Source: an optimization exercise on an open RTL-to-GDS flow (aim: small area). Production flows keep margins and buffers that such runs may drop. In this exercise RTL edits were held to simulation tests only and were not proved equivalent to the original. Power is estimated from default activity; no workload was simulated.

Setup of rev 12:
Design totd_40mhz, start of the top module:
module totd_40mhz(
		  input [1:0]  ENABLE40,
		  input        CLK120,
		  input        RST,
		  input [11:0] ADC0,
		  input [11:0] ADC1,
		  input [11:0] ADC2,
		  input [11:0] THRES0,
		  input [11:0] THRES1,
		  input [11:0] THRES2,
		  input [11:0] UP0,
		  input [11:0] UP1,
		  input [11:0] UP2,
		  input [2:0]  TRIG_ENABLE,
		  input [1:0]  MULTIPLICITY,
                  input [6:0]  OCCUPANCY,
                  input [5:0]  FD,
                  input [5:0]  FN,
                  input [11:0] INT,
		  output reg   TRIG
		  );
Size: about 32,000 um2 of cells after synthesis.
clock: 8.3 ns
lec_check: 0
cap_margin: 20
core_margin: 2
core_utilization: 45
cts_buf_list: sky130_fd_sc_hd__clkbuf_8
cts_cluster_diameter: 50
cts_cluster_size: 18
slew_margin: 20
standard.sh (not shown) runs the stock make flow with config.mk's settings and CLKGATE_MAP_FILE= SYNTH_SCRIPT=/design/flow/synth_recipe.tcl, a recipe that flattens the netlist after the stock synthesis.
==> flow/flow/run.sh <==
#!/bin/bash
export BUFFER_PORTS_ARGS="-buffer_cell sky130_fd_sc_hd__buf_1"
bash standard.sh > standard.log 2>&1
#### Input delta (rev 13 over rev 12)
- CTS_CLUSTER_SIZE changed from 18 to 10
- CTS_BUF_LIST changed from sky130_fd_sc_hd__clkbuf_8 to sky130_fd_sc_hd__clkbuf_4
==> comparison <==
Rev 13 ends up with lower worst setup slack than rev 12 does. Clock-pin slew reported for the worst setup and hold paths after clock tree synthesis delta (rev 12 -> rev 13): insignificant. Rev 13 vs rev 12 — relative contribution of sequential cells to total power rose 4.6 points.

========
Setup of run 1:
The RTL this note starts from:
==> flow/design.v <==
module totd_40mhz(
		  input [1:0]  ENABLE40,
		  input        CLK120,
		  input        RST,
		  input [11:0] ADC0,
		  input [11:0] ADC1,
		  input [11:0] ADC2,
		  input [11:0] THRES0,
		  input [11:0] THRES1,
		  input [11:0] THRES2,
		  input [11:0] UP0,
		  input [11:0] UP1,
		  input [11:0] UP2,
		  input [2:0]  TRIG_ENABLE,
		  input [1:0]  MULTIPLICITY,
                  input [6:0]  OCCUPANCY,
                  input [5:0]  FD,
                  input [5:0]  FN,
                  input [11:0] INT,
		  output reg   TRIG
		  );
   wire ph_cap = (ENABLE40 == 2'd1);    
   wire ph_p0  = (ENABLE40 == 2'd2);    
   wire ph_p1  = (ENABLE40 == 2'd0);    
   reg [11:0] cap_x, cap_y, cap_z;
   reg        cap_v;                    
   always @(posedge CLK120) begin
      cap_z <= ADC2;
      cap_y <= ph_cap ? ADC1 : cap_z;
      cap_x <= ph_cap ? ADC0 : cap_y;
      if (ph_cap) cap_v <= !RST;
   end
   wire        sr = RST | !cap_v;        
   wire [11:0] x  = cap_x;
   reg [11:0] ap1, ap2, ap3;             
   reg [17:0] bl1, bl2, bl3;             
   reg [19:0] ia1, ia2, ia3;             
   reg        ic1, ic2, ic3;             
   reg [7:0]  oc1, oc2, oc3;             
   wire [11:0] y   = ap3;
   wire [17:0] bo  = bl3;
   wire [19:0] ao  = ia3;
   wire        co  = ic3;
   wire [7:0]  occ = oc3;
   reg [382:0] qline;
   reg [365:0] gline;
   reg [8:0]   cnt;                      
   reg [6:0]   wc;                       
   always @(posedge CLK120) begin
      if (RST)
        cnt <= 0;
      else if (cnt != 9'd383)
        cnt <= cnt + 1'b1;
   end
   wire g21  = gline[20]  & (cnt >= 9'd21);
   wire g366 = gline[365] & (cnt >= 9'd366);
   wire win_in  = qline[22]  & (cnt >= 9'd23);
   wire win_out = qline[382] & (cnt == 9'd383) & (wc == 7'd121);
   wire [17:0] dec_a = y * FD;
   wire [18:0] dec_b = {1'b0, x, 6'b0} - {1'b0, dec_a};
   reg  [17:0] dec_c;
   always @(posedge CLK120)
     dec_c <= (sr | dec_b[18]) ? 18'd0 : dec_b[17:0];
   wire [23:0] dec_p = dec_c * FN;
   wire [23:0] dec_e = dec_p + 24'd512;
   wire [11:0] dec_y = dec_e[22] ? 12'd4095 : dec_e[21:10];
   wire [11:0] thr = ph_p1 ? THRES0 : ph_cap ? THRES1 : THRES2;
   wire [11:0] up  = ph_p1 ? UP0    : ph_cap ? UP1    : UP2;
   wire        en  = ph_p1 ? TRIG_ENABLE[0] : ph_cap ? TRIG_ENABLE[1]
                   : TRIG_ENABLE[2];
   wire        qn  = en && (thr < dec_y) && (up >= dec_y);
   wire [19:0] delta = {2'b00, y, 6'b0} - {2'b00, bo};
   wire [19:0] ia_a  = (ao[19] | g366) ? 20'd0 :
                       co ? {1'b0, INT, 1'b0, 6'b0} : ao;
   wire        gn    = !sr && (ia_a[19:6] > {2'b00, INT});
   wire        cn    = ia_a[19:6] > {1'b0, INT, 1'b0};
   wire [19:0] ia_b  = ia_a + delta;
   wire [19:0] ia_c  = ia_b[19] ? 20'd0 :
                       ia_b - (ao[19] ? 20'd0 : 20'd32);
   wire [18:0] bd   = {1'b0, x, 6'b0} - {1'b0, bo};
   wire        bneg = bd[18];
   wire        xnz  = |x;
   wire gt64 = !bneg && (|bd[17:7] || (bd[6] && |bd[5:0]));
   wire gt32 = !bneg && (|bd[17:6] || (bd[5] && |bd[4:0]));
   wire lt64 = bneg && !(&bd[17:6]);
   wire lt32 = bneg && !(&bd[17:5]);
   wire bc1 = (&bo[17:6]) ? xnz : gt64;                     
   wire bc2 = (&bo[17:5]) ? xnz : gt32;                     
   wire bc3 = !bneg && (|bd[17:0]);                         
   wire bc4 = (~|bo[17:6]) ? !((&x) && (bo == 18'd0)) : lt64;  
   wire bc5 = (~|bo[17:5]) | lt32;                          
   wire bc6 = bneg;                                         
   wire       bup  = bc1 | bc2 | bc3;
   wire       bdn  = !bup & (bc4 | bc5 | bc6);
   wire [2:0] bmag = bc1 ? 3'd4 : bc2 ? 3'd2 : bc3 ? 3'd1 :
                     bc4 ? 3'd4 : bc5 ? 3'd2 : bc6 ? 3'd1 : 3'd0;
   wire [17:0] bn  = bo + (bdn ? -{15'd0, bmag} : {15'd0, bmag});
   wire       clr  = TRIG;              
   wire [7:0] occn = occ + win_in - win_out;
   wire       sbn  = !sr && (occ > {1'b0, OCCUPANCY}) && g21;
   always @(posedge CLK120) begin
      ap1 <= sr ? 12'd0 : x;
      bl1 <= sr ? 18'd0 : bn;
      ia1 <= sr ? 20'd0 : ia_c;
      ic1 <= sr ? 1'b0  : cn;
      oc1 <= (sr | clr) ? 8'd0 : occn;
      {ap3, ap2} <= {ap2, ap1};
      {bl3, bl2} <= {bl2, bl1};
      {ia3, ia2} <= {ia2, ia1};
      {ic3, ic2} <= {ic2, ic1};
      {oc3, oc2} <= {oc2, oc1};
      qline <= {qline[381:0], qn};
      gline <= {gline[364:0], gn};
   end
   always @(posedge CLK120) begin
      if (RST)
        wc <= 0;
      else if (ph_cap) begin
         if (clr)
           wc <= 7'd1;
         else if (wc != 7'd121)
           wc <= wc + 1'b1;
      end
   end
   reg sb_d1, sb_d2;
   reg trig_m, trig_now, trig_prev;
   always @(posedge CLK120) begin
      sb_d1 <= sbn;
      sb_d2 <= sb_d1;
      if (RST) begin
         trig_m <= 0;
         trig_now <= 0;
         trig_prev <= 0;
         TRIG <= 0;
      end else if (ph_cap) begin
         trig_m <= ({1'b0, sb_d2} + {1'b0, sb_d1} + {1'b0, sbn} >= MULTIPLICITY)
                   && (MULTIPLICITY != 2'd0);
         trig_now <= trig_m;
         trig_prev <= trig_now;
         TRIG <= trig_now && !trig_prev;
      end
   end
endmodule
clock: 8.3 ns
lec_check: 0
cap_margin: 20
core_margin: 2
core_utilization: 45
cts_buf_list: sky130_fd_sc_hd__clkbuf_4
cts_cluster_diameter: 50
cts_cluster_size: 10
slew_margin: 20
run.sh (not shown) runs the stock make flow with config.mk's settings and CLKGATE_MAP_FILE= SYNTH_SCRIPT=/design/flow/synth_recipe.tcl, a recipe that flattens the netlist after the stock synthesis.
Stock flow here: none of the scripts above is used.
Per the final summary, run 1 finished and its layout is clean on timing, DRC and antenna.
Relative to run 1, the following input files were edited for run 2:
-- flow/config.mk --
<<< run 1, line 10
export CORE_UTILIZATION = 45
export CTS_BUF_LIST = sky130_fd_sc_hd__clkbuf_4
export CTS_CLUSTER_DIAMETER = 50
export CTS_CLUSTER_SIZE = 10
export SLEW_MARGIN = 20
>>> run 2, line 10
export CORE_UTILIZATION = 45
export SLEW_MARGIN = 20
[summary]
The final layout net count of run 2 falls short of that of run 1 by about 0.7%.
| hold slack | run 2 vs run 1 | 0.021 ns higher |
Compare run 2 and run 1 | maximum achievable frequency higher: run 1
Run 2 vs. run 1: worst setup slack fell by 0.27 ns, wire length rose by about 1.3%.
Looking at the reports, run 2 completed the entire flow and the layout it produced met the timing, DRC and antenna checks.
Setup changes, run 2 to run 3
==> flow/flow/run.sh (new file) <==
#!/bin/bash
export BUFFER_PORTS_ARGS="-buffer_cell sky130_fd_sc_hd__buf_1"
bash standard.sh > standard.log 2>&1
==> flow/standard.sh (new file) <==
#!/bin/bash
# synth_recipe.tcl (not shown) runs the flow's synth.tcl, then flattens the netlist and writes it again
# the make line also repeats each setting of config.mk as NAME=value (left out here)
make -C /OpenROAD-flow-scripts/flow DESIGN_CONFIG=/design/flow/config.mk WORK_HOME=/design/flow/orfs CLKGATE_MAP_FILE= SYNTH_SCRIPT=/design/flow/synth_recipe.tcl "${@:-finish}"
-- flow/config.mk --
<<< run 2, line 10
export CORE_UTILIZATION = 45
export SLEW_MARGIN = 20
>>> run 3, line 10
export CORE_UTILIZATION = 45
export CTS_BUF_LIST = sky130_fd_sc_hd__clkbuf_4
export CTS_CLUSTER_DIAMETER = 50
export CTS_CLUSTER_SIZE = 10
export SLEW_MARGIN = 20
removed: flow/run.sh
[summary]
Between run 2 and run 3, the flow reports critical path depth increasing by a few percent. Comparing filler cell count in the final layout for run 2 and run 3, the smaller number came from run 2. Run 2 → run 3: design area -about 8%; power density over the cells shrank by 12%; hold slack went down.
For run 4, these inputs were changed with respect to run 3:
==> flow/run.sh (new file) <==
#!/bin/bash
# synth_recipe.tcl (not shown) runs the flow's synth.tcl, then flattens the netlist and writes it again
# the make line also repeats each setting of config.mk as NAME=value (left out here)
make -C /OpenROAD-flow-scripts/flow DESIGN_CONFIG=/design/flow/config.mk WORK_HOME=/design/flow/orfs CLKGATE_MAP_FILE= SYNTH_SCRIPT=/design/flow/synth_recipe.tcl finish
-- flow/config.mk --
<<< run 3, line 10
export CORE_UTILIZATION = 45
export CTS_BUF_LIST = sky130_fd_sc_hd__clkbuf_4
export CTS_CLUSTER_DIAMETER = 50
export CTS_CLUSTER_SIZE = 10
export SLEW_MARGIN = 20
>>> run 4, line 10
export CORE_UTILIZATION = 45
export CTS_BUF_LIST = sky130_fd_sc_hd__clkbuf_8
export SLEW_MARGIN = 20
removed: flow/flow/run.sh
removed: flow/standard.sh
[summary]
The number of placed instances, taps included on run 3 is in line with that on run 4. The core utilization reported for run 4 is greater than that of run 3 by 4.0 points. Compared with run 3, in run 4 first-pass iteration count of the detailed router moved up, worst-case setup margin in the final layout went down. [compare] base=run 3 new=run 4: growth of design area from synthesis to finish went up 8.7 points, share of total power in combinational logic down 3.0 points. Delta (run 4 minus run 3): total negative setup slack now sits at about the same level; combinational power now sits higher.

-- separate check: timing with driven ports --
Ports are ideal in the flow. The routed layouts listed here were re-timed in OpenROAD. Step 1 (the two cells are an assumption about what drives the block):
set clk [get_ports {CLK120}]
set_driving_cell -lib_cell sky130_fd_sc_hd__clkbuf_16 $clk
set_driving_cell -lib_cell sky130_fd_sc_hd__buf_2 [delete_from_list [all_inputs] $clk]
Step 2, shift: input delay + t, output delay - t, t = (earliest + latest rising clock arrival at the registers) / 2. This alone moves slack from input paths to output paths. a / b / c = no drivers / after step 1 / after step 2; a / b = the first two.
run	t, ns	setup slack, ns	worst slew at a driven data input, ns
rev 12	0.749	1.021 / 1.021 / 0.467	0.07
rev 13	0.921	0.979 / 0.979 / 0.476	0.07
run 1	0.889	0.971 / 0.992 / 0.103	0.11
run 2	0.688	0.699 / 0.725 / 0.037	0.11
run 3	0.913	0.885 / 0.909 / -0.004	0.13
run 4	0.809	0.812 / 0.836 / 0.026	0.11
Met with ideal ports but missed after step 2: setup timing in run 3. For run 3, which loses most, drivers alone change the setup slack by +0.024 ns; drivers and shift together by -0.889 ns.
